This is an optimization exercise on Yosys and OpenROAD, whose aim is small area, a short achievable clock period and few clock cycles per item, not a production implementation.
RTL that was checked went through simulation tests only; none was proved equivalent to the original.
Power figures rest on the tool's default switching activity, not on a simulated workload.

==> flow/design.v (excerpt) <==
module ELA(clk, rst, in_data, data_rd, req, wen, addr, data_wr, done);
Size in the first run: ~420 cells after synthesis, about 89 flip-flops, ~39 I/O pins.
==> module ELA, before the edit <==
module ELA(clk, rst, in_data, data_rd, req, wen, addr, data_wr, done);
	input				clk;
	input				rst;
	input		[7:0]	in_data;
	input		[7:0]	data_rd;
	output	reg			req;
	output	reg			wen;
	output	reg	[9:0]	addr;
	output	reg	[7:0]	data_wr;
	output	reg			done;
	reg interp;		 
	reg rdD;		 
	reg [7:0] x;	 
	reg [7:0] a, b, d, e, f;	 
	reg [7:0] m, hs;
	reg edg;		 
	reg ru;			 
	wire [8:0] v = {addr[9:6], addr[4:0]};
	reg  [8:0] inc;
	always @(*) begin
		if (!interp)
			inc = (!wen) ? 9'd0 : (&v) ? 9'd33 : 9'd1;
		else if (wen)
			inc = 9'd2;			 
		else if (rdD)
			inc = 9'd478;		 
		else
			inc = 9'd33;		 
	end
	wire [8:0] vn = v + inc;
	wire [7:0] P = ({8{wen}} & b) | ({8{ru}} & a) | ({8{rdD}} & x);
	wire [7:0] Q = ({8{wen}} & e) | ({8{ru}} & f) | ({8{rdD}} & d);
	wire [8:0] t = {1'b0, P} - {1'b0, Q};
	wire [7:0] ad = t[8] ? -t[7:0] : t[7:0];
	wire [8:0] sm = {1'b0, P} + {1'b0, Q};
	wire [7:0] cs_s = P ^ Q ^ m;
	wire [7:0] cs_1 = (P & ~Q) | (P & ~m) | (~Q & ~m);
	wire [7:0] cs_2 = (Q & ~P) | (Q & ~m) | (~P & ~m);
	wire [9:0] r1 = {2'b0, cs_s} + {1'b0, cs_1, 1'b0} + 10'd2;
	wire [9:0] r2 = {2'b0, cs_s} + {1'b0, cs_2, 1'b0} + 10'd2;
	wire ge = r1[9] | r2[9];
	wire le = ge | edg;
	wire edge_col = &addr[4:1];		 
	always @(posedge clk or posedge rst) begin
		if (rst) begin
			req <= 1'b0;
			wen <= 1'b0;
			interp <= 1'b0;
			rdD <= 1'b0;
			ru <= 1'b0;
			done <= 1'b0;
			addr <= 10'd0;
		end else begin
			req <= 1'b1;
			done <= done | (addr == 10'd959);
			if (!interp) begin
				if (req) wen <= 1'b1;
				addr <= {vn[8:5], 1'b0, vn[4:0]};
				if (wen && (&v)) begin
					interp <= 1'b1;
					wen <= 1'b0;
					rdD <= 1'b1;
				end
			end else begin
				addr <= {vn[8:5], rdD, vn[4:0]};
				wen <= rdD;
				rdD <= ru;
				ru <= wen;
			end
		end
	end
	always @(posedge clk) begin
		x <= data_rd;
		data_wr <= !interp ? in_data : le ? hs : sm[8:1];
		if (wen || !le) begin
			m <= ad;
			hs <= sm[8:1];
		end
		if (wen) edg <= edge_col;
		if (rdD) begin
			a <= b;
			b <= x;
			d <= e;
			e <= f;
			f <= data_rd;
		end
	end
endmodule
clock: 6.0 ns
lec_check: 0
cap_margin: 20
core_margin: 2
core_utilization: 40
setup_slack_margin: 2.5
slew_margin: 20
run.sh (not shown) runs the stock make flow with config.mk's settings and CLKGATE_MAP_FILE= SYNTH_SCRIPT=/design/flow/synth_recipe.tcl, a recipe that flattens the netlist after the stock synthesis.
The baseline completed without violations.
Next try:
--- a/flow/design.v
+++ b/flow/design.v
@@ -15,7 +15,7 @@
 	reg [7:0] a, b, d, e, f;	 
 	reg [7:0] m, hs;
 	reg edg;		 
-	reg ru;			 
+	wire ru = interp & ~wen & ~rdD;
 	wire [8:0] v = {addr[9:6], addr[4:0]};
 	reg  [8:0] inc;
 	always @(*) begin
@@ -29,17 +29,12 @@
 			inc = 9'd33;		 
 	end
 	wire [8:0] vn = v + inc;
-	wire [7:0] P = ({8{wen}} & b) | ({8{ru}} & a) | ({8{rdD}} & x);
-	wire [7:0] Q = ({8{wen}} & e) | ({8{ru}} & f) | ({8{rdD}} & d);
+	wire [7:0] P = wen ? b : rdD ? x : a;
+	wire [7:0] Q = wen ? e : rdD ? d : f;
 	wire [8:0] t = {1'b0, P} - {1'b0, Q};
 	wire [7:0] ad = t[8] ? -t[7:0] : t[7:0];
 	wire [8:0] sm = {1'b0, P} + {1'b0, Q};
-	wire [7:0] cs_s = P ^ Q ^ m;
-	wire [7:0] cs_1 = (P & ~Q) | (P & ~m) | (~Q & ~m);
-	wire [7:0] cs_2 = (Q & ~P) | (Q & ~m) | (~P & ~m);
-	wire [9:0] r1 = {2'b0, cs_s} + {1'b0, cs_1, 1'b0} + 10'd2;
-	wire [9:0] r2 = {2'b0, cs_s} + {1'b0, cs_2, 1'b0} + 10'd2;
-	wire ge = r1[9] | r2[9];
+	wire ge = ({1'b0, P} >= {1'b0, Q} + {1'b0, m}) | ({1'b0, Q} >= {1'b0, P} + {1'b0, m});	 
 	wire le = ge | edg;
 	wire edge_col = &addr[4:1];		 
 	always @(posedge clk or posedge rst) begin
@@ -48,7 +43,6 @@
 			wen <= 1'b0;
 			interp <= 1'b0;
 			rdD <= 1'b0;
-			ru <= 1'b0;
 			done <= 1'b0;
 			addr <= 10'd0;
 		end else begin
@@ -66,7 +60,6 @@
 				addr <= {vn[8:5], rdD, vn[4:0]};
 				wen <= rdD;
 				rdD <= ru;
-				ru <= wen;
 			end
 		end
 	end
Effect: Final area rose slightly; wire length rose by a little under a tenth; clock power fell by a few percent; hold slack loses 0.0079 ns; sequential power fell slightly.
Testbench counts after the change, summed over its fixed seeds: cycles 94,080, frames 48.
Only the layout flow was run in the first run of this note; the RTL was not checked for function there.

==> static timing again, ports no longer ideal <==
The flow's constraints put no driver on any port. The routed layouts listed below were extracted and timed again, unchanged, in two steps.
Step 1 sets driving cells, clkbuf_16 on the clock port and buf_2 on the other inputs (assumed; they add their load-dependent delay and slew).
Step 2 also shifts input and output timing later by t, the mid clock arrival at the registers, as if the neighbouring blocks saw the same clock.
Slacks: ideal ports / drivers / drivers and shift; pairs: ideal ports / drivers.
run | t, ns | setup WS [ns] | worst data-port slew with drivers (ns) | pins driven straight from the clock port
the first run | 0.379 | 2.260 / 2.260 / 2.260 | 0.04 | 1
the second run | 0.381 | 2.140 / 2.140 / 2.140 | 0.03 | 1
After both steps every run listed still meets setup and hold.
